This design comes from an exercise in tuning for small area on the open sky130 flow, not from production work. At most, simulation tests tie the RTL to the original design; equivalence was not proved. Only the layout flow was run in run 3; the RTL was not checked for function there.

==> flow/design.v <==
`timescale 1ns / 1ps
`default_nettype none
module ibis_texture_mapper
#(parameter TILE_SIZE_POW2_MAX = 9,
  parameter WIDTH = 11)
 (input wire logic aclk,
  input wire logic aresetn,
  input wire logic enable,
  input wire logic unsigned [6:0] write_registers,
  input wire logic unsigned [WIDTH - 1:0] x,
  input wire logic unsigned [WIDTH - 1:0] y,
  input wire logic unsigned [2:0] texture_power2,
  input wire logic signed [17:0] texture_matrixA,
  input wire logic signed [17:0] texture_matrixB,
  input wire logic signed [17:0] texture_matrixC,
  input wire logic signed [17:0] texture_matrixD,
  input wire logic signed [17:0] texture_translateX,
  input wire logic signed [17:0] texture_translateY,
  output logic unsigned [(TILE_SIZE_POW2_MAX * 2) - 1:0] map_address,
  output logic stencil_test,
  output logic stencil_step,
  output logic ready);
  logic [4:0] r_js;
  always_ff @(posedge aclk) begin
    if(!aresetn) r_js <= 5'b00000;
    else if(enable) r_js <= {r_js[3:0], ~r_js[4]};
  end
  wire ph0 = ~r_js[4] & ~r_js[0];
  wire ph1 =  r_js[0] & ~r_js[1];
  wire ph2 =  r_js[1] & ~r_js[2];
  wire ph3 =  r_js[2] & ~r_js[3];
  wire ph4 =  r_js[3] & ~r_js[4];
  wire ph5 =  r_js[4] &  r_js[0];
  wire ph6 = ~r_js[0] &  r_js[1];
  wire ph7 = ~r_js[1] &  r_js[2];
  wire ph8 = ~r_js[2] &  r_js[3];
  wire ph9 = ~r_js[3] &  r_js[4];
  logic [2:0] r_tp;  
  logic signed [17:0] r_A, r_B, r_C, r_D, r_Tx, r_Ty;
  logic [5:0] r_w;
  wire wr = enable & ph0;
  always_ff @(posedge aclk) begin
    if(!aresetn) begin
      r_tp <= 3'd4;
      r_w <= 6'b0;
    end else begin
      if(wr & write_registers[6]) r_tp <= texture_power2;
      if(wr) r_w <= r_w | write_registers[5:0];
    end
  end
  always_ff @(posedge aclk) begin
    if(wr & write_registers[4]) r_Tx <= texture_translateX;
    if(wr & write_registers[5]) r_Ty <= texture_translateY;
    if(wr & write_registers[0]) r_A <= texture_matrixA;
    if(wr & write_registers[1]) r_B <= texture_matrixB;
    if(wr & write_registers[2]) r_C <= texture_matrixC;
    if(wr & write_registers[3]) r_D <= texture_matrixD;
  end
  wire useT_y = ph2 | ph3 | ph4 | ph6 | ph8;
  wire [17:0] tsel = useT_y ? (r_Ty & {18{r_w[5]}}) : (r_Tx & {18{r_w[4]}});
  logic [9:0] r_xh, r_yh;
  wire [9:0] xyh_n;
  wire tlo_nz = |tsel[7:0];
  ibis_tm_rca #(10) u_xyh(.a({1'b0, ph3 ? y[8:0] : x[8:0]}), .b(~tsel[17:8]), .ci(~tlo_nz), .s(xyh_n));
  always_ff @(posedge aclk) begin
    if(enable & ph1) r_xh <= xyh_n;
    if(enable & ph3) r_yh <= xyh_n;
  end
  wire useY = ph2 | ph4 | ph6 | ph8;
  wire hi   = ph3 | ph4 | ph7 | ph8;
  wire start = ph1 | ph5;
  wire [9:0] hv = useY ? r_yh : r_xh;
  wire [10:0] win = hi ? {hv, 1'b0} : {tlo_nz, tlo_nz, tsel[7:0], 1'b0};
  wire selA = enable & (ph1 | ph3);
  wire selB = enable & (ph2 | ph4);
  wire selC = enable & (ph5 | ph7);
  wire selD = enable & (ph6 | ph8);
  wire [17:0] msel = ({18{selA & r_w[0]}} & r_A) | ({18{selB & r_w[1]}} & r_B)
                   | ({18{selC & r_w[2]}} & r_C) | ({18{selD & r_w[3]}} & r_D)
                   | {9'b0, (selA & ~r_w[0]) | (selD & ~r_w[3]), 8'b0};
  logic signed [27:0] r_S;
  logic signed [27:0] acc_in;
  always_comb begin
    if(enable & start) acc_in = 28'sd1 << (17 + r_tp);
    else if(enable & (ph3 | ph7)) acc_in = r_S >>> 8;
    else acc_in = r_S;
  end
  wire [27:0] sum;
  ibis_tm_mac u_mac(.m(msel), .win(win), .flip(~hi), .acc(acc_in), .sum(sum));
  always_ff @(posedge aclk) begin
    r_S <= sum;
  end
  function automatic logic zero_hi(input logic [27:0] h, input logic [2:0] tp);
    logic [7:0] m;
    m = 8'hff << tp;  
    zero_hi = ~|h[27:18] & ~|(h[17:10] & m);
  endfunction
  wire z_S = zero_hi(r_S, r_tp);
  logic [8:0] r_uk;  
  logic r_zu;        
  always_ff @(posedge aclk) begin
    if(enable & ph5) begin
      r_uk <= r_S[16:8];
      r_zu <= z_S;
    end
  end
  wire step_n = ~r_uk[r_tp] & ~r_S[8 + r_tp];  
  logic r_sx, r_sy, r_step;
  always_ff @(posedge aclk) begin
    if(!aresetn) begin
      r_sx <= 1'b0;
      r_sy <= 1'b0;
    end else begin
      if(enable & ph6) r_sx <= r_zu;
      if(enable & ph9) r_sy <= z_S;
    end
  end
  always_ff @(posedge aclk) begin
    if(enable & ph9) r_step <= step_n;
  end
  logic [17:0] r_addr;
  wire [17:0] addr_n;
  wire [8:0] amask = ~(9'h1fc << r_tp);
  wire [17:0] av = {9'b0, r_S[16:8] & amask} << 2;
  wire [17:0] av1 = r_tp[0] ? {av[16:0], 1'b0} : av;
  wire [17:0] av2 = r_tp[1] ? {av1[15:0], 2'b0} : av1;
  wire [17:0] av3 = r_tp[2] ? {av2[13:0], 4'b0} : av2;
  assign addr_n = av3 | {9'b0, r_uk & amask};
  always_ff @(posedge aclk) begin
    if(enable & ph9) r_addr <= addr_n;
  end
  assign map_address = r_addr;
  assign ready = ph9;
  assign stencil_test = r_sx & (ph9 ? z_S : r_sy);
  assign stencil_step = ph9 ? step_n : r_step;
endmodule
module ibis_tm_mac(input wire [17:0] m, input wire [10:0] win, input wire flip, input wire [27:0] acc, output wire [27:0] sum);
  wire [18:0] m1 = {m[17], m};
  wire [18:0] m2 = {m, 1'b0};
  wire neg0 = win[2] ^ flip;
  wire one0 = win[1] ^ win[0];
  wire two0 = (win[2] & ~win[1] & ~win[0]) | (~win[2] & win[1] & win[0]);
  wire [18:0] r0 = ((m1 ^ {19{neg0}}) & {19{one0}}) | ((m2 ^ {19{neg0}}) & {19{two0}});
  wire nz0 = neg0 & (one0 | two0);
  wire neg1 = win[4] ^ flip;
  wire one1 = win[3] ^ win[2];
  wire two1 = (win[4] & ~win[3] & ~win[2]) | (~win[4] & win[3] & win[2]);
  wire [18:0] r1 = ((m1 ^ {19{neg1}}) & {19{one1}}) | ((m2 ^ {19{neg1}}) & {19{two1}});
  wire nz1 = neg1 & (one1 | two1);
  wire neg2 = win[6] ^ flip;
  wire one2 = win[5] ^ win[4];
  wire two2 = (win[6] & ~win[5] & ~win[4]) | (~win[6] & win[5] & win[4]);
  wire [18:0] r2 = ((m1 ^ {19{neg2}}) & {19{one2}}) | ((m2 ^ {19{neg2}}) & {19{two2}});
  wire nz2 = neg2 & (one2 | two2);
  wire neg3 = win[8] ^ flip;
  wire one3 = win[7] ^ win[6];
  wire two3 = (win[8] & ~win[7] & ~win[6]) | (~win[8] & win[7] & win[6]);
  wire [18:0] r3 = ((m1 ^ {19{neg3}}) & {19{one3}}) | ((m2 ^ {19{neg3}}) & {19{two3}});
  wire nz3 = neg3 & (one3 | two3);
  wire neg4 = win[10] ^ flip;
  wire one4 = win[9] ^ win[8];
  wire two4 = (win[10] & ~win[9] & ~win[8]) | (~win[10] & win[9] & win[8]);
  wire [18:0] r4 = ((m1 ^ {19{neg4}}) & {19{one4}}) | ((m2 ^ {19{neg4}}) & {19{two4}});
  wire nz4 = neg4 & (one4 | two4);
  wire t1 = r0[8] ^ r1[6];
  wire t2 = r0[8] & r1[6];
  wire t3 = r0[9] ^ r1[7];
  wire t4 = r0[9] & r1[7];
  wire t5 = r0[10] ^ r1[8];
  wire t6 = r0[10] & r1[8];
  wire t7 = r0[11] ^ r1[9];
  wire t8 = r0[11] & r1[9];
  wire t9 = r0[12] ^ r1[10];
  wire t10 = r0[12] & r1[10];
  wire t11 = r0[13] ^ r1[11];
  wire t12 = r0[13] & r1[11];
  wire t13 = r0[14] ^ r1[12];
  wire t14 = r0[14] & r1[12];
  wire t15 = r0[15] ^ r1[13];
  wire t16 = r0[15] & r1[13];
  wire t17 = r0[16] ^ r1[14];
  wire t18 = r0[16] & r1[14];
  wire t19 = r0[17] ^ r1[15];
  wire t20 = r0[17] & r1[15];
  wire t21 = 1'b1 ^ ~r0[18] ^ r1[16];
  wire t22 = (1'b1 & ~r0[18]) | (1'b1 & r1[16]) | (~r0[18] & r1[16]);
  wire t23 = 1'b1 ^ r1[17];
  wire t24 = 1'b1 & r1[17];
  wire t25 = r0[4] ^ r1[2];
  wire t26 = r0[4] & r1[2];
  wire t27 = r0[5] ^ r1[3];
  wire t28 = r0[5] & r1[3];
  wire t29 = r0[6] ^ r1[4] ^ r2[2];
  wire t30 = (r0[6] & r1[4]) | (r0[6] & r2[2]) | (r1[4] & r2[2]);
  wire t31 = r3[0] ^ nz3;
  wire t32 = r3[0] & nz3;
  wire t33 = r0[7] ^ r1[5] ^ r2[3];
  wire t34 = (r0[7] & r1[5]) | (r0[7] & r2[3]) | (r1[5] & r2[3]);
  wire t35 = r3[1] ^ acc[7];
  wire t36 = r3[1] & acc[7];
  wire t37 = t1 ^ r2[4] ^ r3[2];
  wire t38 = (t1 & r2[4]) | (t1 & r3[2]) | (r2[4] & r3[2]);
  wire t39 = r4[0] ^ nz4 ^ acc[8];
  wire t40 = (r4[0] & nz4) | (r4[0] & acc[8]) | (nz4 & acc[8]);
  wire t41 = t3 ^ r2[5] ^ r3[3];
  wire t42 = (t3 & r2[5]) | (t3 & r3[3]) | (r2[5] & r3[3]);
  wire t43 = r4[1] ^ acc[9] ^ t2;
  wire t44 = (r4[1] & acc[9]) | (r4[1] & t2) | (acc[9] & t2);
  wire t45 = t5 ^ r2[6] ^ r3[4];
  wire t46 = (t5 & r2[6]) | (t5 & r3[4]) | (r2[6] & r3[4]);
  wire t47 = r4[2] ^ acc[10] ^ t4;
  wire t48 = (r4[2] & acc[10]) | (r4[2] & t4) | (acc[10] & t4);
  wire t49 = t7 ^ r2[7] ^ r3[5];
  wire t50 = (t7 & r2[7]) | (t7 & r3[5]) | (r2[7] & r3[5]);
  wire t51 = r4[3] ^ acc[11] ^ t6;
  wire t52 = (r4[3] & acc[11]) | (r4[3] & t6) | (acc[11] & t6);
  wire t53 = t9 ^ r2[8] ^ r3[6];
  wire t54 = (t9 & r2[8]) | (t9 & r3[6]) | (r2[8] & r3[6]);
  wire t55 = r4[4] ^ acc[12] ^ t8;
  wire t56 = (r4[4] & acc[12]) | (r4[4] & t8) | (acc[12] & t8);
  wire t57 = t11 ^ r2[9] ^ r3[7];
  wire t58 = (t11 & r2[9]) | (t11 & r3[7]) | (r2[9] & r3[7]);
  wire t59 = r4[5] ^ acc[13] ^ t10;
  wire t60 = (r4[5] & acc[13]) | (r4[5] & t10) | (acc[13] & t10);
  wire t61 = t13 ^ r2[10] ^ r3[8];
  wire t62 = (t13 & r2[10]) | (t13 & r3[8]) | (r2[10] & r3[8]);
  wire t63 = r4[6] ^ acc[14] ^ t12;
  wire t64 = (r4[6] & acc[14]) | (r4[6] & t12) | (acc[14] & t12);
  wire t65 = t15 ^ r2[11] ^ r3[9];
  wire t66 = (t15 & r2[11]) | (t15 & r3[9]) | (r2[11] & r3[9]);
  wire t67 = r4[7] ^ acc[15] ^ t14;
  wire t68 = (r4[7] & acc[15]) | (r4[7] & t14) | (acc[15] & t14);
  wire t69 = t17 ^ r2[12] ^ r3[10];
  wire t70 = (t17 & r2[12]) | (t17 & r3[10]) | (r2[12] & r3[10]);
  wire t71 = r4[8] ^ acc[16] ^ t16;
  wire t72 = (r4[8] & acc[16]) | (r4[8] & t16) | (acc[16] & t16);
  wire t73 = t19 ^ r2[13] ^ r3[11];
  wire t74 = (t19 & r2[13]) | (t19 & r3[11]) | (r2[13] & r3[11]);
  wire t75 = r4[9] ^ acc[17] ^ t18;
  wire t76 = (r4[9] & acc[17]) | (r4[9] & t18) | (acc[17] & t18);
  wire t77 = t21 ^ r2[14] ^ r3[12];
  wire t78 = (t21 & r2[14]) | (t21 & r3[12]) | (r2[14] & r3[12]);
  wire t79 = r4[10] ^ acc[18] ^ t20;
  wire t80 = (r4[10] & acc[18]) | (r4[10] & t20) | (acc[18] & t20);
  wire t81 = t23 ^ r2[15] ^ r3[13];
  wire t82 = (t23 & r2[15]) | (t23 & r3[13]) | (r2[15] & r3[13]);
  wire t83 = r4[11] ^ acc[19] ^ t22;
  wire t84 = (r4[11] & acc[19]) | (r4[11] & t22) | (acc[19] & t22);
  wire t85 = ~r1[18] ^ r2[16] ^ r3[14];
  wire t86 = (~r1[18] & r2[16]) | (~r1[18] & r3[14]) | (r2[16] & r3[14]);
  wire t87 = r4[12] ^ acc[20] ^ t24;
  wire t88 = (r4[12] & acc[20]) | (r4[12] & t24) | (acc[20] & t24);
  wire t89 = 1'b1 ^ r2[17] ^ r3[15];
  wire t90 = (1'b1 & r2[17]) | (1'b1 & r3[15]) | (r2[17] & r3[15]);
  wire t91 = r4[13] ^ acc[21];
  wire t92 = r4[13] & acc[21];
  wire t93 = ~r2[18] ^ r3[16] ^ r4[14];
  wire t94 = (~r2[18] & r3[16]) | (~r2[18] & r4[14]) | (r3[16] & r4[14]);
  wire t95 = 1'b1 ^ r3[17];
  wire t96 = 1'b1 & r3[17];
  wire t97 = r0[2] ^ r1[0];
  wire t98 = r0[2] & r1[0];
  wire t99 = r0[3] ^ r1[1];
  wire t100 = r0[3] & r1[1];
  wire t101 = t25 ^ r2[0] ^ nz2;
  wire t102 = (t25 & r2[0]) | (t25 & nz2) | (r2[0] & nz2);
  wire t103 = t27 ^ r2[1] ^ acc[5];
  wire t104 = (t27 & r2[1]) | (t27 & acc[5]) | (r2[1] & acc[5]);
  wire t105 = t29 ^ t31 ^ acc[6];
  wire t106 = (t29 & t31) | (t29 & acc[6]) | (t31 & acc[6]);
  wire t107 = t33 ^ t35 ^ t30;
  wire t108 = (t33 & t35) | (t33 & t30) | (t35 & t30);
  wire t109 = t37 ^ t39 ^ t34;
  wire t110 = (t37 & t39) | (t37 & t34) | (t39 & t34);
  wire t111 = t41 ^ t43 ^ t38;
  wire t112 = (t41 & t43) | (t41 & t38) | (t43 & t38);
  wire t113 = t45 ^ t47 ^ t42;
  wire t114 = (t45 & t47) | (t45 & t42) | (t47 & t42);
  wire t115 = t49 ^ t51 ^ t46;
  wire t116 = (t49 & t51) | (t49 & t46) | (t51 & t46);
  wire t117 = t53 ^ t55 ^ t50;
  wire t118 = (t53 & t55) | (t53 & t50) | (t55 & t50);
  wire t119 = t57 ^ t59 ^ t54;
  wire t120 = (t57 & t59) | (t57 & t54) | (t59 & t54);
  wire t121 = t61 ^ t63 ^ t58;
  wire t122 = (t61 & t63) | (t61 & t58) | (t63 & t58);
  wire t123 = t65 ^ t67 ^ t62;
  wire t124 = (t65 & t67) | (t65 & t62) | (t67 & t62);
  wire t125 = t69 ^ t71 ^ t66;
  wire t126 = (t69 & t71) | (t69 & t66) | (t71 & t66);
  wire t127 = t73 ^ t75 ^ t70;
  wire t128 = (t73 & t75) | (t73 & t70) | (t75 & t70);
  wire t129 = t77 ^ t79 ^ t74;
  wire t130 = (t77 & t79) | (t77 & t74) | (t79 & t74);
  wire t131 = t81 ^ t83 ^ t78;
  wire t132 = (t81 & t83) | (t81 & t78) | (t83 & t78);
  wire t133 = t85 ^ t87 ^ t82;
  wire t134 = (t85 & t87) | (t85 & t82) | (t87 & t82);
  wire t135 = t89 ^ t91 ^ t86;
  wire t136 = (t89 & t91) | (t89 & t86) | (t91 & t86);
  wire t137 = t93 ^ acc[22] ^ t90;
  wire t138 = (t93 & acc[22]) | (t93 & t90) | (acc[22] & t90);
  wire t139 = t95 ^ r4[15] ^ acc[23];
  wire t140 = (t95 & r4[15]) | (t95 & acc[23]) | (r4[15] & acc[23]);
  wire t141 = ~r3[18] ^ r4[16] ^ acc[24];
  wire t142 = (~r3[18] & r4[16]) | (~r3[18] & acc[24]) | (r4[16] & acc[24]);
  wire t143 = 1'b1 ^ r4[17];
  wire t144 = 1'b1 & r4[17];
  wire t145 = r0[0] ^ nz0;
  wire t146 = r0[0] & nz0;
  wire t147 = r0[1] ^ acc[1];
  wire t148 = r0[1] & acc[1];
  wire t149 = t97 ^ nz1 ^ acc[2];
  wire t150 = (t97 & nz1) | (t97 & acc[2]) | (nz1 & acc[2]);
  wire t151 = t99 ^ acc[3] ^ t98;
  wire t152 = (t99 & acc[3]) | (t99 & t98) | (acc[3] & t98);
  wire t153 = t101 ^ acc[4] ^ t100;
  wire t154 = (t101 & acc[4]) | (t101 & t100) | (acc[4] & t100);
  wire t155 = t103 ^ t26 ^ t102;
  wire t156 = (t103 & t26) | (t103 & t102) | (t26 & t102);
  wire t157 = t105 ^ t28 ^ t104;
  wire t158 = (t105 & t28) | (t105 & t104) | (t28 & t104);
  wire t159 = t107 ^ t32 ^ t106;
  wire t160 = (t107 & t32) | (t107 & t106) | (t32 & t106);
  wire t161 = t109 ^ t36 ^ t108;
  wire t162 = (t109 & t36) | (t109 & t108) | (t36 & t108);
  wire t163 = t111 ^ t40 ^ t110;
  wire t164 = (t111 & t40) | (t111 & t110) | (t40 & t110);
  wire t165 = t113 ^ t44 ^ t112;
  wire t166 = (t113 & t44) | (t113 & t112) | (t44 & t112);
  wire t167 = t115 ^ t48 ^ t114;
  wire t168 = (t115 & t48) | (t115 & t114) | (t48 & t114);
  wire t169 = t117 ^ t52 ^ t116;
  wire t170 = (t117 & t52) | (t117 & t116) | (t52 & t116);
  wire t171 = t119 ^ t56 ^ t118;
  wire t172 = (t119 & t56) | (t119 & t118) | (t56 & t118);
  wire t173 = t121 ^ t60 ^ t120;
  wire t174 = (t121 & t60) | (t121 & t120) | (t60 & t120);
  wire t175 = t123 ^ t64 ^ t122;
  wire t176 = (t123 & t64) | (t123 & t122) | (t64 & t122);
  wire t177 = t125 ^ t68 ^ t124;
  wire t178 = (t125 & t68) | (t125 & t124) | (t68 & t124);
  wire t179 = t127 ^ t72 ^ t126;
  wire t180 = (t127 & t72) | (t127 & t126) | (t72 & t126);
  wire t181 = t129 ^ t76 ^ t128;
  wire t182 = (t129 & t76) | (t129 & t128) | (t76 & t128);
  wire t183 = t131 ^ t80 ^ t130;
  wire t184 = (t131 & t80) | (t131 & t130) | (t80 & t130);
  wire t185 = t133 ^ t84 ^ t132;
  wire t186 = (t133 & t84) | (t133 & t132) | (t84 & t132);
  wire t187 = t135 ^ t88 ^ t134;
  wire t188 = (t135 & t88) | (t135 & t134) | (t88 & t134);
  wire t189 = t137 ^ t92 ^ t136;
  wire t190 = (t137 & t92) | (t137 & t136) | (t92 & t136);
  wire t191 = t139 ^ t94 ^ t138;
  wire t192 = (t139 & t94) | (t139 & t138) | (t94 & t138);
  wire t193 = t141 ^ t96 ^ t140;
  wire t194 = (t141 & t96) | (t141 & t140) | (t96 & t140);
  wire t195 = t143 ^ acc[25] ^ t142;
  wire t196 = (t143 & acc[25]) | (t143 & t142) | (acc[25] & t142);
  wire t197 = ~r4[18] ^ acc[26] ^ t144;
  wire t198 = (~r4[18] & acc[26]) | (~r4[18] & t144) | (acc[26] & t144);
  wire t199 = 1'b1 ^ acc[27];
  wire t200 = 1'b1 & acc[27];
  wire [27:0] t201 = {t199, t197, t195, t193, t191, t189, t187, t185, t183, t181, t179, t177, t175, t173, t171, t169, t167, t165, t163, t161, t159, t157, t155, t153, t151, t149, t147, t145};
  wire [27:0] t202 = {t198, t196, t194, t192, t190, t188, t186, t184, t182, t180, t178, t176, t174, t172, t170, t168, t166, t164, t162, t160, t158, t156, t154, t152, t150, t148, t146, acc[0]};
  wire fp0_0 = t201[0] ^ t202[0];
  wire fg0_0 = t201[0] & t202[0];
  wire fp0_1 = t201[1] ^ t202[1];
  wire fg0_1 = t201[1] & t202[1];
  wire fp0_2 = t201[2] ^ t202[2];
  wire fg0_2 = t201[2] & t202[2];
  wire fp0_3 = t201[3] ^ t202[3];
  wire fg0_3 = t201[3] & t202[3];
  wire fp0_4 = t201[4] ^ t202[4];
  wire fg0_4 = t201[4] & t202[4];
  wire fp0_5 = t201[5] ^ t202[5];
  wire fg0_5 = t201[5] & t202[5];
  wire fp0_6 = t201[6] ^ t202[6];
  wire fg0_6 = t201[6] & t202[6];
  wire fp0_7 = t201[7] ^ t202[7];
  wire fg0_7 = t201[7] & t202[7];
  wire fp0_8 = t201[8] ^ t202[8];
  wire fg0_8 = t201[8] & t202[8];
  wire fp0_9 = t201[9] ^ t202[9];
  wire fg0_9 = t201[9] & t202[9];
  wire fp0_10 = t201[10] ^ t202[10];
  wire fg0_10 = t201[10] & t202[10];
  wire fp0_11 = t201[11] ^ t202[11];
  wire fg0_11 = t201[11] & t202[11];
  wire fp0_12 = t201[12] ^ t202[12];
  wire fg0_12 = t201[12] & t202[12];
  wire fp0_13 = t201[13] ^ t202[13];
  wire fg0_13 = t201[13] & t202[13];
  wire fp0_14 = t201[14] ^ t202[14];
  wire fg0_14 = t201[14] & t202[14];
  wire fp0_15 = t201[15] ^ t202[15];
  wire fg0_15 = t201[15] & t202[15];
  wire fp0_16 = t201[16] ^ t202[16];
  wire fg0_16 = t201[16] & t202[16];
  wire fp0_17 = t201[17] ^ t202[17];
  wire fg0_17 = t201[17] & t202[17];
  wire fp0_18 = t201[18] ^ t202[18];
  wire fg0_18 = t201[18] & t202[18];
  wire fp0_19 = t201[19] ^ t202[19];
  wire fg0_19 = t201[19] & t202[19];
  wire fp0_20 = t201[20] ^ t202[20];
  wire fg0_20 = t201[20] & t202[20];
  wire fp0_21 = t201[21] ^ t202[21];
  wire fg0_21 = t201[21] & t202[21];
  wire fp0_22 = t201[22] ^ t202[22];
  wire fg0_22 = t201[22] & t202[22];
  wire fp0_23 = t201[23] ^ t202[23];
  wire fg0_23 = t201[23] & t202[23];
  wire fp0_24 = t201[24] ^ t202[24];
  wire fg0_24 = t201[24] & t202[24];
  wire fp0_25 = t201[25] ^ t202[25];
  wire fg0_25 = t201[25] & t202[25];
  wire fp0_26 = t201[26] ^ t202[26];
  wire fg0_26 = t201[26] & t202[26];
  wire fp0_27 = t201[27] ^ t202[27];
  wire fg0_27 = t201[27] & t202[27];
  wire fg_1 = fg0_1 | (fp0_1 & fg0_0);
  wire fpp_1 = fp0_1 & fp0_0;
  wire fg_2 = fg0_3 | (fp0_3 & fg0_2);
  wire fpp_2 = fp0_3 & fp0_2;
  wire fg_3 = fg0_5 | (fp0_5 & fg0_4);
  wire fpp_3 = fp0_5 & fp0_4;
  wire fg_4 = fg0_7 | (fp0_7 & fg0_6);
  wire fpp_4 = fp0_7 & fp0_6;
  wire fg_5 = fg0_9 | (fp0_9 & fg0_8);
  wire fpp_5 = fp0_9 & fp0_8;
  wire fg_6 = fg0_11 | (fp0_11 & fg0_10);
  wire fpp_6 = fp0_11 & fp0_10;
  wire fg_7 = fg0_13 | (fp0_13 & fg0_12);
  wire fpp_7 = fp0_13 & fp0_12;
  wire fg_8 = fg0_15 | (fp0_15 & fg0_14);
  wire fpp_8 = fp0_15 & fp0_14;
  wire fg_9 = fg0_17 | (fp0_17 & fg0_16);
  wire fpp_9 = fp0_17 & fp0_16;
  wire fg_10 = fg0_19 | (fp0_19 & fg0_18);
  wire fpp_10 = fp0_19 & fp0_18;
  wire fg_11 = fg0_21 | (fp0_21 & fg0_20);
  wire fpp_11 = fp0_21 & fp0_20;
  wire fg_12 = fg0_23 | (fp0_23 & fg0_22);
  wire fpp_12 = fp0_23 & fp0_22;
  wire fg_13 = fg0_25 | (fp0_25 & fg0_24);
  wire fpp_13 = fp0_25 & fp0_24;
  wire fg_14 = fg0_27 | (fp0_27 & fg0_26);
  wire fpp_14 = fp0_27 & fp0_26;
  wire fg_15 = fg_2 | (fpp_2 & fg_1);
  wire fpp_15 = fpp_2 & fpp_1;
  wire fg_16 = fg_4 | (fpp_4 & fg_3);
  wire fpp_16 = fpp_4 & fpp_3;
  wire fg_17 = fg_6 | (fpp_6 & fg_5);
  wire fpp_17 = fpp_6 & fpp_5;
  wire fg_18 = fg_8 | (fpp_8 & fg_7);
  wire fpp_18 = fpp_8 & fpp_7;
  wire fg_19 = fg_10 | (fpp_10 & fg_9);
  wire fpp_19 = fpp_10 & fpp_9;
  wire fg_20 = fg_12 | (fpp_12 & fg_11);
  wire fpp_20 = fpp_12 & fpp_11;
  wire fg_21 = fg_14 | (fpp_14 & fg_13);
  wire fpp_21 = fpp_14 & fpp_13;
  wire fg_22 = fg_16 | (fpp_16 & fg_15);
  wire fpp_22 = fpp_16 & fpp_15;
  wire fg_23 = fg_18 | (fpp_18 & fg_17);
  wire fpp_23 = fpp_18 & fpp_17;
  wire fg_24 = fg_20 | (fpp_20 & fg_19);
  wire fpp_24 = fpp_20 & fpp_19;
  wire fg_25 = fg_23 | (fpp_23 & fg_22);
  wire fpp_25 = fpp_23 & fpp_22;
  wire fg_26 = fg_24 | (fpp_24 & fg_25);
  wire fpp_26 = fpp_24 & fpp_25;
  wire fg_27 = fg_17 | (fpp_17 & fg_22);
  wire fpp_27 = fpp_17 & fpp_22;
  wire fg_28 = fg_19 | (fpp_19 & fg_25);
  wire fpp_28 = fpp_19 & fpp_25;
  wire fg_29 = fg_21 | (fpp_21 & fg_26);
  wire fpp_29 = fpp_21 & fpp_26;
  wire fg_30 = fg_3 | (fpp_3 & fg_15);
  wire fpp_30 = fpp_3 & fpp_15;
  wire fg_31 = fg_5 | (fpp_5 & fg_22);
  wire fpp_31 = fpp_5 & fpp_22;
  wire fg_32 = fg_7 | (fpp_7 & fg_27);
  wire fpp_32 = fpp_7 & fpp_27;
  wire fg_33 = fg_9 | (fpp_9 & fg_25);
  wire fpp_33 = fpp_9 & fpp_25;
  wire fg_34 = fg_11 | (fpp_11 & fg_28);
  wire fpp_34 = fpp_11 & fpp_28;
  wire fg_35 = fg_13 | (fpp_13 & fg_26);
  wire fpp_35 = fpp_13 & fpp_26;
  wire fg_36 = fg0_2 | (fp0_2 & fg_1);
  wire fpp_36 = fp0_2 & fpp_1;
  wire fg_37 = fg0_4 | (fp0_4 & fg_15);
  wire fpp_37 = fp0_4 & fpp_15;
  wire fg_38 = fg0_6 | (fp0_6 & fg_30);
  wire fpp_38 = fp0_6 & fpp_30;
  wire fg_39 = fg0_8 | (fp0_8 & fg_22);
  wire fpp_39 = fp0_8 & fpp_22;
  wire fg_40 = fg0_10 | (fp0_10 & fg_31);
  wire fpp_40 = fp0_10 & fpp_31;
  wire fg_41 = fg0_12 | (fp0_12 & fg_27);
  wire fpp_41 = fp0_12 & fpp_27;
  wire fg_42 = fg0_14 | (fp0_14 & fg_32);
  wire fpp_42 = fp0_14 & fpp_32;
  wire fg_43 = fg0_16 | (fp0_16 & fg_25);
  wire fpp_43 = fp0_16 & fpp_25;
  wire fg_44 = fg0_18 | (fp0_18 & fg_33);
  wire fpp_44 = fp0_18 & fpp_33;
  wire fg_45 = fg0_20 | (fp0_20 & fg_28);
  wire fpp_45 = fp0_20 & fpp_28;
  wire fg_46 = fg0_22 | (fp0_22 & fg_34);
  wire fpp_46 = fp0_22 & fpp_34;
  wire fg_47 = fg0_24 | (fp0_24 & fg_26);
  wire fpp_47 = fp0_24 & fpp_26;
  wire fg_48 = fg0_26 | (fp0_26 & fg_35);
  wire fpp_48 = fp0_26 & fpp_35;
  assign sum[0] = fp0_0 ^ 1'b0;
  assign sum[1] = fp0_1 ^ fg0_0;
  assign sum[2] = fp0_2 ^ fg_1;
  assign sum[3] = fp0_3 ^ fg_36;
  assign sum[4] = fp0_4 ^ fg_15;
  assign sum[5] = fp0_5 ^ fg_37;
  assign sum[6] = fp0_6 ^ fg_30;
  assign sum[7] = fp0_7 ^ fg_38;
  assign sum[8] = fp0_8 ^ fg_22;
  assign sum[9] = fp0_9 ^ fg_39;
  assign sum[10] = fp0_10 ^ fg_31;
  assign sum[11] = fp0_11 ^ fg_40;
  assign sum[12] = fp0_12 ^ fg_27;
  assign sum[13] = fp0_13 ^ fg_41;
  assign sum[14] = fp0_14 ^ fg_32;
  assign sum[15] = fp0_15 ^ fg_42;
  assign sum[16] = fp0_16 ^ fg_25;
  assign sum[17] = fp0_17 ^ fg_43;
  assign sum[18] = fp0_18 ^ fg_33;
  assign sum[19] = fp0_19 ^ fg_44;
  assign sum[20] = fp0_20 ^ fg_28;
  assign sum[21] = fp0_21 ^ fg_45;
  assign sum[22] = fp0_22 ^ fg_34;
  assign sum[23] = fp0_23 ^ fg_46;
  assign sum[24] = fp0_24 ^ fg_26;
  assign sum[25] = fp0_25 ^ fg_47;
  assign sum[26] = fp0_26 ^ fg_35;
  assign sum[27] = fp0_27 ^ fg_48;
endmodule
module ibis_tm_rca #(parameter N = 10)
 (input wire logic [N - 1:0] a,
  input wire logic [N - 1:0] b,
  input wire logic ci,
  output logic [N - 1:0] s);
  wire [N:0] c;
  assign c[0] = ci;
  for(genvar i = 0; i < N; i++) begin: g_bit
    assign s[i] = a[i] ^ b[i] ^ c[i];
    assign c[i + 1] = (a[i] & b[i]) | (a[i] & c[i]) | (b[i] & c[i]);
  end
endmodule
==> flow/flow/run.sh <==
#!/bin/bash
set -euo pipefail
here=$(pwd)
rm -rf "$here/orfs_scripts"
cp -r "$FLOW_HOME/scripts" "$here/orfs_scripts"
cp "$here/flow/abc_area.script" "$here/orfs_scripts/abc_area.script"
export SCRIPTS_DIR="$here/orfs_scripts"
export SYNTH_ARGS="-noabc"
export BUFFER_PORTS_ARGS="-buffer_cell sky130_fd_sc_hd__buf_1"
export CTS_ARGS="-sink_clustering_enable -repair_clock_nets -dont_use_dummy_load -sink_clustering_size 8 -sink_clustering_max_diameter 40 -buf_list sky130_fd_sc_hd__clkbuf_4"
bash standard.sh > standard.log 2>&1
==> flow/flow/abc_area.script <==
strash
dc2
dch -f
amap
topo
stime -c
buffer -c
upsize -c
dnsize -c
==> flow/standard.sh <==
#!/bin/bash
# synth_recipe.tcl (not shown) runs the flow's synth.tcl, then flattens the netlist and writes it again
# the make line also repeats each setting of config.mk as NAME=value (left out here)
make -C /OpenROAD-flow-scripts/flow DESIGN_CONFIG=/design/flow/config.mk WORK_HOME=/design/flow/orfs CLKGATE_MAP_FILE= SYNTH_SCRIPT=/design/flow/synth_recipe.tcl "${@:-finish}"
==> flow/config.mk <==
export PLATFORM = sky130hd
export DESIGN_NAME = ibis_texture_mapper
export DESIGN_NICKNAME = ibis_texture_mapper
export VERILOG_FILES = /design/flow/design.v
export SDC_FILE = /design/flow/constraint.sdc
export NUM_CORES = 4
export LEC_CHECK = 0
export ABC_AREA = 1
export CAP_MARGIN = 20
export CORE_MARGIN = 2
export CORE_UTILIZATION = 40
export SLEW_MARGIN = 20
==> flow/constraint.sdc <==
create_clock -name core_clock -period 10.0 [get_ports {aclk}]
set_input_delay 2.0000 -clock core_clock [delete_from_list [all_inputs] [get_ports {aclk}]]
set_output_delay 2.0000 -clock core_clock [all_outputs]
set_load 0.01 [all_outputs]
==> results of run 1 <==
-- worst max-delay path, delay by kind of cell --
family | cells | cell delay, ps
compound gates | 9 | 1960
fa+ha+maj | 5 | 2190
buf+inv | 6 | 1090
simple gates | 22 | 1920
-- how the worst max path moves through the flow --
stage / start / endpoint / cells past startpoint
6_report: enable / r_S[27]$_DFF_P_ / 42
4_1_cts: enable / r_S[27]$_DFF_P_ / 42
3_3_place_gp: enable / r_S[27]$_DFF_P_ / 42
3_5_place_dp: enable / r_S[27]$_DFF_P_ / 42
2_1_floorplan: enable / r_S[27]$_DFF_P_ / 38
5_1_grt: enable / r_S[27]$_DFF_P_ / 42
-- metrics by stage --
step                      cell area, um^2    util  instances  hold slack, ps  worst slack, ps
final                               13870  0.4512       1686           466.0             1375
after global routing                13870  0.4512       1686           487.0            760.0
after CTS                           13870  0.4509       1685           467.0             1402
after detailed placement            13590  0.4419       1648           446.8            760.4
after global placement              13590  0.4419       1648           447.7            794.3
after floorplan                     12540       -       1125           427.1             1599
-- cells in the mapped netlist, drive strengths merged --
cell type / instances
o21ai: 40
inv: 124
nor2b: 12
nand3: 16
dfxtp: 44
a32o: 8
o211ai: 3
a211oi: 1
and3: 1
nand4: 4
o22ai: 186
ha: 47
o22a: 21
nor2: 100
and2b: 1
o221ai: 8
a32oi: 12
nor3: 9
a221o: 1
buf: 24
a22oi: 14
a21oi: 43
o221a: 10
clkinv: 2
nand2: 49
o211a: 1
o32ai: 18
or4: 1
clkbuf: 36
o21a: 3
or3: 1
a221oi: 15
edfxtp: 157
o2111ai: 2
o21bai: 3
o41ai: 1
nor4: 2
a31oi: 4
o31ai: 1
fa: 98
a22o: 1
or2: 1
-- cells by family (layout without fill, tap and decap cells) --
family,count (synthesis),in the layout
other,0,1
buffers and inverters,186,350
AOI/OAI and AO/OA,396,396
and+or+nand+nor,197,197
DFF,201,201
adders and majority gates,145,145
-- layout make-up --
type,instances,area share
tap,396,0.03571
multi-input combinational,738,0.4485
sequential,201,0.4033
timing repair buffer,187,0.05817
antenna,1,0.0001804
clock buffer,37,0.02002
inverter,126,0.03409
-- sequential cells by signal, indices dropped and copies added (netlist names), 6 cells and up --
register	flops
r_D	18
r_B	18
r_Ty	18
r_A	18
r_C	18
r_Tx	18
r_uk	9
r_w	6
r_yh	10
r_addr	18
r_xh	10
r_S	28
-- layer usage --
metal,up-vias,GRT usage,part of all wire
li1,4594,-,-
met1,4521,0.2800,0.45
met2,475,0.3083,0.44
met3,73,0.03850,0.076
met4,0,0.06927,0.031
met5,-,0,0
==> flow_summary_export.csv, run 1 <==
group,metric,value,unit
detailed_routing,num_vias,9663,
floorplan,chipWidth,181.1,um
timing,fmax,0.1159,GHz
floorplan,rows,64,
synthesis,synth_area,0.01254,mm^2
detailed_routing,finalWirelength,32700,um
clock_tree,post_cts_buffers,0,
timing,drv_slew,0,
setup_path,start_kind,"input pin",
synthesis,synth-xor-area-share,0,
synthesis,synth_area_per_cell,11.15,um^2
setup_path,worstPathRequired,10530,ps
detailed_routing,postRouteAntennaNets,0,
global_route,grt_max_degree,28,
clock_tree,holdBufCountCts,0,
setup_path,r2r_end,"r_S[27]$_DFF_P_",
placed_design,dp_hpwl,24950,um
setup_path,arrival,9150,ps
setup_path,max_stage_delay,810,ps
global_route,grt.total_usage,0.1989,
synthesis,synthAdderAreaFrac,0.2033,
hold_path,whs_endpoint,"r_addr[1]$_DFFE_PP_",
final_layout,area_delta_synth_final,10.61,%
global_route,grt_pass1_vias,9507,
timing,min_period,8625,ps
global_route,grt_pass1_wl,51440,um
placed_design,io_buffers,159,
detailed_routing,drc,0,
detailed_routing,drt_iter0_markers,895,
final_layout,fin_nets,1579,
detailed_routing,wire_per_inst,19.39,um
setup_path,regToRegStartpoint,"r_js[3]$_SDFFE_PN0P_",
synthesis,ys_ff_latch,201,
setup_path,path_max_fanout,18,
hold_path,holdPathStages,0,
placed_design,gp_congestion,0.9595,
synthesis,synth_mux_area_frac,0,
synthesis,syn_nets,1413,
detailed_routing,drtPass1Iterations,6,
synthesis,synthCells,1125,
synthesis,yosysWarningCount,1,
clock_tree,cts_root_buf,"clkbuf_4",
timing,finClkSkew,87.46,ps
floorplan,ios,164,
final_layout,nFillCells,2943,
clock_tree,cts.sinks,201,
detailed_routing,drt-vias-per-instance,5.731,
clock_tree,clk_pin_slew,80,ps
global_route,antenna_found_initial,1,
synthesis,synth_top_family_by_area,"compound AO/OA/AOI/OAI gates",
floorplan,die_area,0.03279,mm^2
global_route,grt_overflow_total,0,
clock_tree,worstSkewPairLatency,640,ps
job,drv_cap,0,
final_layout,final_common_cell,"o22ai_1",
timing,rsz0062_at_grt,"no",
final_layout,mostFrequentLayoutCells,"o22ai_1, buf_1, edfxtp_1",
floorplan,start_util,0.4079,
final_layout,ff_latch_area,0.005595,mm^2
setup_path,rr_worst_depth,36,
setup_path,r2r_slack,1580,ps
timing,finalCritPeriodShare,0.8625,
timing,worstMarginPinSlew,1036,ps
timing,hold_viol,0,
setup_path,criticalPathCategory,"input pin to flip-flop",
synthesis,yosys.area_share.simple,0.07103,
final_layout,multi_input_area,0.006222,mm^2
floorplan,die_h,181.1,um
floorplan,core_area,0.03075,mm^2
timing,finalSetupTns,0,ps
clock_tree,cts_tree,"yes",
synthesis,synthTopCellsByArea,"edfxtp_1, fa_1, o22ai_1",
hold_path,worstHoldStart,"r_uk[1]$_DFFE_PP_",
synthesis,synth_cell_types,59,
hold_path,hold_class,"flip-flop to flip-flop",
setup_path,cp_common_cell,"nand2_2",
outcome,status,"complete, no violations",
setup_path,slowest_stage,"a221oi_1",
clock_tree,numCtsBuffers,37,
setup_path,critPathCaptureType,"flip-flop",
clock_tree,h-tree-depth,2,
final_layout,drive_above_1_share,0.09542,
synthesis,synth_top_area_frac,0.3759,
clock_tree,cts-resized-gates,0,
synthesis,synth_top_area_cell,"edfxtp_1",
synthesis,ys_seq_area_frac,0.4461,
timing,finalSetupViolCount,0,
synthesis,synth_compound_area_frac,0.2208,
clock_tree,clk_path_buf_depth,3,
timing,slew_headroom,0.3063,
==> inputs of run 2 (changes only) <==
--- a/flow/design.v
+++ b/flow/design.v
@@ -60,7 +60,7 @@
   wire [17:0] tsel = useT_y ? (r_Ty & {18{r_w[5]}}) : (r_Tx & {18{r_w[4]}});
   logic [9:0] r_xh, r_yh;
   wire [9:0] xyh_n;
-  wire tlo_nz = |tsel[7:0];
+  wire tlo_nz = useT_y ? (r_w[5] & |r_Ty[7:0]) : (r_w[4] & |r_Tx[7:0]);
   ibis_tm_rca #(10) u_xyh(.a({1'b0, ph3 ? y[8:0] : x[8:0]}), .b(~tsel[17:8]), .ci(~tlo_nz), .s(xyh_n));
   always_ff @(posedge aclk) begin
     if(enable & ph1) r_xh <= xyh_n;
==> flow/run.sh (new file) <==
#!/bin/bash
# synth_recipe.tcl (not shown) runs the flow's synth.tcl, then flattens the netlist and writes it again
# the make line also repeats each setting of config.mk as NAME=value (left out here)
make -C /OpenROAD-flow-scripts/flow DESIGN_CONFIG=/design/flow/config.mk WORK_HOME=/design/flow/orfs CLKGATE_MAP_FILE= SYNTH_SCRIPT=/design/flow/synth_recipe.tcl finish
--- a/flow/config.mk
+++ b/flow/config.mk
@@ -8,5 +8,9 @@
 export ABC_AREA = 1
 export CAP_MARGIN = 20
 export CORE_MARGIN = 2
-export CORE_UTILIZATION = 40
+export CORE_UTILIZATION = 55
+export CTS_BUF_LIST = sky130_fd_sc_hd__clkbuf_4
+export CTS_CLUSTER_DIAMETER = 40
+export CTS_CLUSTER_SIZE = 10
+export PLACE_DENSITY = 0.75
 export SLEW_MARGIN = 20
removed: flow/flow/run.sh
removed: flow/flow/abc_area.script
removed: flow/standard.sh
==> flow_summary_export.csv, run 2 <==
group,metric,value,unit
final_layout,fin_nets,2191,
timing,slew_headroom,0.3306,
global_route,grt_max_degree,29,
floorplan,start_util,0.5552,
synthesis,ys_seq_area_frac,0.3781,
detailed_routing,wire_per_inst,18.01,um
setup_path,critPathTopFamily,"simple AND/OR/NAND/NOR gates",
clock_tree,cts.sinks,201,
timing,worstMarginPinSlew,1000,ps
global_route,grt_overflow_total,0,
clock_tree,h-tree-depth,1,
detailed_routing,postRouteAntennaNets,0,
synthesis,synth_cell_types,55,
setup_path,critical_path_buf_inv_count,5,
synthesis,yosysWarningCount,1,
floorplan,die_area,0.02823,mm^2
synthesis,async_reset_ff_frac,0,
detailed_routing,finalWirelength,40840,um
final_layout,drive_above_1_share,0.06185,
floorplan,die_h,168.0,um
timing,finClkSkew,73.70,ps
placed_design,place_area,0.01654,mm^2
detailed_routing,drc,0,
job,drv_cap,0,
outcome,status,"complete, no violations",
setup_path,max_stage_delay,700,ps
global_route,grt_pass1_vias,12286,
timing,finalSetupTns,0,ps
final_layout,final_common_cell,"nand2_1",
clock_tree,cts_root_buf,"clkbuf_4",
setup_path,path_max_fanout,21,
timing,drv_slew,0,
global_route,grt_pass1_wl,64820,um
timing,finalCritPeriodShare,0.8197,
timing,fmax,0.1220,GHz
detailed_routing,drt_iter0_markers,1131,
clock_tree,cts-resized-gates,0,
floorplan,core_area,0.02665,mm^2
setup_path,criticalPathCategory,"flip-flop to flip-flop",
clock_tree,clk_path_buf_depth,3,
detailed_routing,drtPass1Iterations,8,
synthesis,synth_top_area_frac,0.3186,
detailed_routing,drt-vias-per-instance,5.571,
timing,finalSetupViolCount,0,
final_layout,largest_register,"r_S",
synthesis,synthTopCellsByCount,"nand2_1, inv_1, nand3_1, edfxtp_1, fa_1",
clock_tree,clk_pin_slew,110,ps
synthesis,syn_nets,2055,
clock_tree,post_cts_buffers,0,
clock_tree,holdBufCountCts,0,
placed_design,gp_congestion,1.015,
timing,rsz0062_at_grt,"no",
final_layout,largest_reg_flops,28,
synthesis,synth-edff-count,157,
placed_design,io_buffers,159,
setup_path,slowest_stage,"nor2_1",
floorplan,chipWidth,168.0,um
clock_tree,numCtsBuffers,31,
setup_path,arrival,8860,ps
hold_path,hold_class,"flip-flop to flip-flop",
setup_path,start_kind,"flip-flop",
synthesis,ys_ff_latch,201,
final_layout,nFillCells,2330,
placed_design,dp_hpwl,32200,um
timing,fin_worst_hold_slack,429.0,ps
final_layout,mostFrequentLayoutCells,"nand2_1, inv_1, nand3_1",
synthesis,synth.most_common_cell,"nand2_1",
global_route,antenna_found_initial,1,
timing,min_period,8197,ps
clock_tree,worstSkewPairLatency,770,ps
synthesis,synth_area,0.01480,mm^2
floorplan,rows,60,
setup_path,critPathCaptureType,"flip-flop",
clock_tree,cts_tree,"yes",
final_layout,fin_util,0.6385,
setup_path,worstPathRequired,10660,ps
synthesis,synth_top_area_cell,"edfxtp_1",
floorplan,ios,164,
synthesis,synthCells,1766,
synthesis,synthTopCellsByArea,"edfxtp_1, fa_1, nand2_1",
setup_path,cp_common_cell,"nand2_1",
detailed_routing,num_vias,12635,
global_route,grt.total_usage,0.2928,
final_layout,fin_area,0.01702,mm^2
synthesis,synthFlopType,"edfxtp_1",
synthesis,synth_area_per_cell,8.379,um^2
timing,hold_viol,0,
final_layout,area_delta_synth_final,15.01,%
## run 2: changes by cell type after synthesis, moves of 16 or more
cell / before / now
nand4_1: 4 / 31
o22ai_1: 185 / 3
o21ai_0: 32 / 67
o32ai_1: 18 / 2
o22a_1: 21 / 1
nand2_1: 41 / 490
nand3_1: 12 / 218
clkbuf_1: 36 / 20
xor2_1: 0 / 33
nor2_1: 98 / 76
inv_1: 111 / 256
## run 2: through the flow
stage | instances | setup WS, ps
after global routing | 2268 | 1120
after global placement | 2210 | 1466
after detailed placement | 2210 | 1419
after CTS | 2265 | 1786
after floorplan | 1766 | 2985
final | 2268 | 1803
## run 2: final cells by class
| cell class | instances | area [um^2] | share of cell area |
|---|---|---|---|
| Clock inverter | 17 | 186.4 | 0.01096 |
| Antenna cell | 3 | 7.507 | 0.0004411 |
| Sequential cell | 201 | 5595 | 0.3288 |
| Inverter | 275 | 1032 | 0.06066 |
| Multi-Input combinational cell | 1223 | 7810 | 0.4589 |
| Tap cell | 341 | 426.7 | 0.02507 |
| Timing Repair Buffer | 170 | 1674 | 0.09838 |
| Clock buffer | 38 | 285.3 | 0.01676 |
## run 2: cell families after synthesis
logic type,after synthesis,synth area share
mux,10,0.006765
buf+inv,342,0.09420
xor+xnor,41,0.02427
flops,201,0.3781
fa+ha+maj,146,0.1732
compound gates,169,0.06883
simple gates,857,0.2546
## run 2: per-layer routing
layer | wire [um] | track usage
met5 | 0 | 0
met2 | 19240 | 0.4837
met3 | 3134 | 0.03573
met4 | 1448 | 0.1134
met1 | 17010 | 0.3978
## run 2: worst paths after layout
| kind | from | end | slack, ps | depth (start not counted) |
|---|---|---|---|---|
| max | r_js[0]$_SDFFE_PN0P_ | r_S[27]$_DFF_P_ | 1800 | 33 |
| min | r_uk[0]$_DFFE_PP_ | r_addr[0]$_DFFE_PP_ | 430 | 0 |
| max reg2reg | r_js[0]$_SDFFE_PN0P_ | r_S[27]$_DFF_P_ | 1800 | 33 |
| min reg2reg | r_uk[0]$_DFFE_PP_ | r_addr[0]$_DFFE_PP_ | 430 | 0 |
==> inputs of run 3 (changes only) <==
--- a/flow/design.v
+++ b/flow/design.v
@@ -70,7 +70,7 @@
   wire hi   = ph3 | ph4 | ph7 | ph8;
   wire start = ph1 | ph5;
   wire [9:0] hv = useY ? r_yh : r_xh;
-  wire [10:0] win = hi ? {hv, 1'b0} : {tlo_nz, tlo_nz, tsel[7:0], 1'b0};
+  wire [10:0] win = hi ? {hv, 1'b0} : ~{tlo_nz, tlo_nz, tsel[7:0], 1'b0};
   wire selA = enable & (ph1 | ph3);
   wire selB = enable & (ph2 | ph4);
   wire selC = enable & (ph5 | ph7);
@@ -86,7 +86,7 @@
     else acc_in = r_S;
   end
   wire [27:0] sum;
-  ibis_tm_mac u_mac(.m(msel), .win(win), .flip(~hi), .acc(acc_in), .sum(sum));
+  ibis_tm_mac u_mac(.m(msel), .win(win), .acc(acc_in), .sum(sum));
   always_ff @(posedge aclk) begin
     r_S <= sum;
   end
@@ -134,30 +134,30 @@
   assign stencil_test = r_sx & (ph9 ? z_S : r_sy);
   assign stencil_step = ph9 ? step_n : r_step;
 endmodule
-module ibis_tm_mac(input wire [17:0] m, input wire [10:0] win, input wire flip, input wire [27:0] acc, output wire [27:0] sum);
+module ibis_tm_mac(input wire [17:0] m, input wire [10:0] win, input wire [27:0] acc, output wire [27:0] sum);
   wire [18:0] m1 = {m[17], m};
   wire [18:0] m2 = {m, 1'b0};
-  wire neg0 = win[2] ^ flip;
+  wire neg0 = win[2];
   wire one0 = win[1] ^ win[0];
   wire two0 = (win[2] & ~win[1] & ~win[0]) | (~win[2] & win[1] & win[0]);
   wire [18:0] r0 = ((m1 ^ {19{neg0}}) & {19{one0}}) | ((m2 ^ {19{neg0}}) & {19{two0}});
   wire nz0 = neg0 & (one0 | two0);
-  wire neg1 = win[4] ^ flip;
+  wire neg1 = win[4];
   wire one1 = win[3] ^ win[2];
   wire two1 = (win[4] & ~win[3] & ~win[2]) | (~win[4] & win[3] & win[2]);
   wire [18:0] r1 = ((m1 ^ {19{neg1}}) & {19{one1}}) | ((m2 ^ {19{neg1}}) & {19{two1}});
   wire nz1 = neg1 & (one1 | two1);
-  wire neg2 = win[6] ^ flip;
+  wire neg2 = win[6];
   wire one2 = win[5] ^ win[4];
   wire two2 = (win[6] & ~win[5] & ~win[4]) | (~win[6] & win[5] & win[4]);
   wire [18:0] r2 = ((m1 ^ {19{neg2}}) & {19{one2}}) | ((m2 ^ {19{neg2}}) & {19{two2}});
   wire nz2 = neg2 & (one2 | two2);
-  wire neg3 = win[8] ^ flip;
+  wire neg3 = win[8];
   wire one3 = win[7] ^ win[6];
   wire two3 = (win[8] & ~win[7] & ~win[6]) | (~win[8] & win[7] & win[6]);
   wire [18:0] r3 = ((m1 ^ {19{neg3}}) & {19{one3}}) | ((m2 ^ {19{neg3}}) & {19{two3}});
   wire nz3 = neg3 & (one3 | two3);
-  wire neg4 = win[10] ^ flip;
+  wire neg4 = win[10];
   wire one4 = win[9] ^ win[8];
   wire two4 = (win[10] & ~win[9] & ~win[8]) | (~win[10] & win[9] & win[8]);
   wire [18:0] r4 = ((m1 ^ {19{neg4}}) & {19{one4}}) | ((m2 ^ {19{neg4}}) & {19{two4}});
==> flow/flow/run.sh (new file) <==
#!/bin/bash
set -euo pipefail
here=$(pwd)
rm -rf "$here/orfs_scripts"
cp -r "$FLOW_HOME/scripts" "$here/orfs_scripts"
cp "$here/flow/abc_area.script" "$here/orfs_scripts/abc_area.script"
export SCRIPTS_DIR="$here/orfs_scripts"
export SYNTH_ARGS="-noabc"
export BUFFER_PORTS_ARGS="-buffer_cell sky130_fd_sc_hd__buf_1"
export CTS_ARGS="-sink_clustering_enable -repair_clock_nets -dont_use_dummy_load -sink_clustering_size 10 -sink_clustering_max_diameter 40 -buf_list sky130_fd_sc_hd__clkbuf_4"
bash standard.sh > standard.log 2>&1
==> flow/flow/abc_area.script (new file) <==
strash
dc2
dch -f
amap
topo
==> flow/standard.sh (new file) <==
#!/bin/bash
# synth_recipe.tcl (not shown) runs the flow's synth.tcl, then flattens the netlist and writes it again
# the make line also repeats each setting of config.mk as NAME=value (left out here)
make -C /OpenROAD-flow-scripts/flow DESIGN_CONFIG=/design/flow/config.mk WORK_HOME=/design/flow/orfs CLKGATE_MAP_FILE= SYNTH_SCRIPT=/design/flow/synth_recipe.tcl "${@:-finish}"
--- a/flow/config.mk
+++ b/flow/config.mk
@@ -9,8 +9,5 @@
 export CAP_MARGIN = 20
 export CORE_MARGIN = 2
 export CORE_UTILIZATION = 55
-export CTS_BUF_LIST = sky130_fd_sc_hd__clkbuf_4
-export CTS_CLUSTER_DIAMETER = 40
-export CTS_CLUSTER_SIZE = 10
 export PLACE_DENSITY = 0.75
 export SLEW_MARGIN = 20
removed: flow/run.sh
==> flow_summary_export.csv, run 3 <==
group,metric,value,unit
synthesis,synthTopCellsByArea,"edfxtp_1, fa_1, o22ai_1",
detailed_routing,num_vias,9795,
timing,finalSetupViolCount,0,
final_layout,nFillCells,1763,
setup_path,worstPathRequired,10540,ps
final_layout,largest_reg_flops,28,
synthesis,async_reset_ff_frac,0,
clock_tree,h-tree-depth,1,
timing,worstMarginPinSlew,1024,ps
placed_design,gp_congestion,0.9607,
synthesis,synthTopCellsByCount,"o22ai_1, edfxtp_1, clkinv_1, fa_1, nor2_1",
final_layout,mostFrequentLayoutCells,"o22ai_1, buf_1, edfxtp_1",
setup_path,max_stage_delay,770,ps
clock_tree,cts_tree,"yes",
clock_tree,cts.sinks,201,
clock_tree,holdBufCountCts,0,
synthesis,synth_mux_area_frac,0,
setup_path,slowest_stage,"a221oi_1",
synthesis,yosys.area_share.simple,0.07096,
synthesis,synth_compound_area_frac,0.2212,
floorplan,rows,54,
synthesis,synth_top_area_cell,"edfxtp_1",
synthesis,synth_top_family_by_area,"compound AO/OA/AOI/OAI gates",
hold_path,hold_class,"flip-flop to flip-flop",
global_route,grt_pass1_wl,50410,um
global_route,grt_pass1_vias,9728,
clock_tree,clk_path_buf_depth,3,
floorplan,die_h,152.2,um
floorplan,core_area,0.02169,mm^2
detailed_routing,finalWirelength,30580,um
setup_path,start_kind,"input pin",
synthesis,synth_area_per_cell,11.57,um^2
clock_tree,clk_pin_slew,100,ps
placed_design,pre_cts_ws,529.6,ps
detailed_routing,drt-vias-per-instance,6.303,
final_layout,largest_register,"r_S",
synthesis,synth_cell_types,39,
global_route,antenna_found_initial,1,
hold_path,holdPathStages,0,
timing,finalCritPeriodShare,0.8869,
timing,finalSetupTns,0,ps
final_layout,drive_above_1_share,0.06049,
final_layout,area_delta_synth_final,12.48,%
synthesis,synthCells,1044,
synthesis,synth_top_area_frac,0.3903,
floorplan,die_area,0.02316,mm^2
setup_path,cp_common_cell,"nand2_1",
floorplan,start_util,0.5569,
synthesis,synth.most_common_cell,"o22ai_1",
setup_path,rr_worst_depth,39,
global_route,grt_max_degree,28,
setup_path,arrival,9400,ps
timing,min_period,8869,ps
synthesis,syn_nets,1332,
detailed_routing,drc,0,
clock_tree,numCtsBuffers,28,
synthesis,synth-xor-area-share,0,
clock_tree,worstSkewPairLatency,670,ps
timing,slew_headroom,0.3141,
setup_path,criticalPathCategory,"input pin to flip-flop",
setup_path,critPathCaptureType,"flip-flop",
global_route,grt.total_usage,0.2666,
timing,fmax,0.1127,GHz
timing,hold_viol,0,
placed_design,io_buffers,159,
final_layout,ff_latch_area,0.005595,mm^2
clock_tree,cts_root_buf,"clkbuf_4",
global_route,grt_overflow_total,0,
floorplan,ios,164,
final_layout,fin_nets,1563,
placed_design,dp_hpwl,23980,um
outcome,status,"complete, no violations",
synthesis,synthFlopType,"edfxtp_1",
job,drv_cap,0,
timing,rsz0062_at_grt,"no",
synthesis,ys_ff_latch,201,
final_layout,final_common_cell,"o22ai_1",
floorplan,chipWidth,152.2,um
clock_tree,post_cts_buffers,0,
synthesis,synth-edff-count,157,
synthesis,ys_seq_area_frac,0.4632,
clock_tree,cts-resized-gates,0,
detailed_routing,wire_per_inst,19.68,um
timing,setup_ws,1131,ps
timing,drv_slew,0,
synthesis,synth_area,0.01208,mm^2
detailed_routing,postRouteAntennaNets,0,
final_layout,multi_input_area,0.006111,mm^2
detailed_routing,drtPass1Iterations,6,
setup_path,path_max_fanout,12,
synthesis,yosysWarningCount,1,
synthesis,synthAdderAreaFrac,0.2111,
detailed_routing,drt_iter0_markers,813,
timing,finClkSkew,98.93,ps
-- run 3: cell count changes after synthesis, moves of 22 or more --
cell | previous run | this run
a221oi_1 | 0 | 23
xor2_1 | 33 | 0
clkinv_1 | 5 | 108
inv_1 | 256 | 0
nand3_1 | 218 | 31
nor2b_1 | 0 | 24
o22ai_1 | 3 | 186
nand2_1 | 490 | 33
nand4_1 | 31 | 2
buf_2 | 22 | 0
-- run 3: kinds of logic (layout without fill, tap and decap cells) --
group / Yosys count / after routing
buffers and inverters: 108 / 337
AO/OA/AOI/OAI: 402 / 402
adder cells (fa/ha/maj): 145 / 145
other: 0 / 1
flip-flops: 201 / 201
AND/OR/NAND/NOR: 188 / 188
-- run 3: per-stage QoR --
stage	utilization	cell area [um^2]	hold slack, ps	std cells
6_report	0.6265	13590	479.0	1554
3_3_place_gp	0.6166	13370	438.3	1525
5_1_grt	0.6265	13590	483.3	1554
3_5_place_dp	0.6166	13370	457.0	1525
4_1_cts	0.6263	13580	479.9	1553
2_1_floorplan	-	12080	427.1	1044
-- run 3: area by class of cell --
class                           instances  area share
Antenna cell                            1   0.0001842
Clock buffer                           28     0.01547
Inverter                              108     0.02984
Multi-Input combinational cell        735      0.4498
Sequential cell                       201      0.4118
Tap cell                              280     0.02579
Timing Repair Buffer                  201     0.06713
-- run 3: worst max-delay path: cells and delay by family --
kind,cells,cell delay [ps]
AO/OA/AOI/OAI,6,1580
adder cells (fa/ha/maj),6,2680
buffers and inverters,4,840
AND/OR/NAND/NOR,22,2310
-- run 3: per-layer routing --
metal | global-route usage | wire [um]
met4 | 0.06498 | 720
met5 | 0 | 0
met2 | 0.4185 | 13740
met3 | 0.03896 | 2551
met1 | 0.3972 | 13580
-- run 3: path summary, 6_finish.rpt --
| path | startpoint | to | slack (ps) |
|---|---|---|---|
| worst max-delay path | enable | r_S[27]$_DFF_P_ | 1130 |
| worst min-delay path | r_uk[1]$_DFFE_PP_ | r_addr[1]$_DFFE_PP_ | 480 |
| worst max register to register | r_js[0]$_SDFFE_PN0P_ | r_S[27]$_DFF_P_ | 1290 |
| worst min register to register | r_uk[1]$_DFFE_PP_ | r_addr[1]$_DFFE_PP_ | 480 |

-- separate check: timing with driven ports --
In the flow no input, the clock included, has a driving cell. The finished layouts below were timed again as built, in two steps. Step 1 sets driving cells, clkbuf_16 on the clock port and buf_2 on the other inputs (assumed; they add their load-dependent delay and slew). Step 2, shift: input delay + t, output delay - t, t = (earliest + latest rising clock arrival at the registers) / 2. This alone moves slack from input paths to output paths. Three values: ideal, step 1, step 2; two values: the first two.
| run | t (ns) | setup WS [ns] | worst setup path at the end |
|---|---|---|---|
| run 1 | 0.643 | 1.375 / 1.403 / 0.760 | input to register |
| run 2 | 0.776 | 1.803 / 1.803 / 1.330 | input to register |
| run 3 | 0.664 | 1.131 / 1.152 / 0.488 | input to register |
After both steps setup and hold are still met in every run listed. For run 3, which loses most, drivers alone change the setup slack by +0.021 ns; drivers and shift together by -0.643 ns.
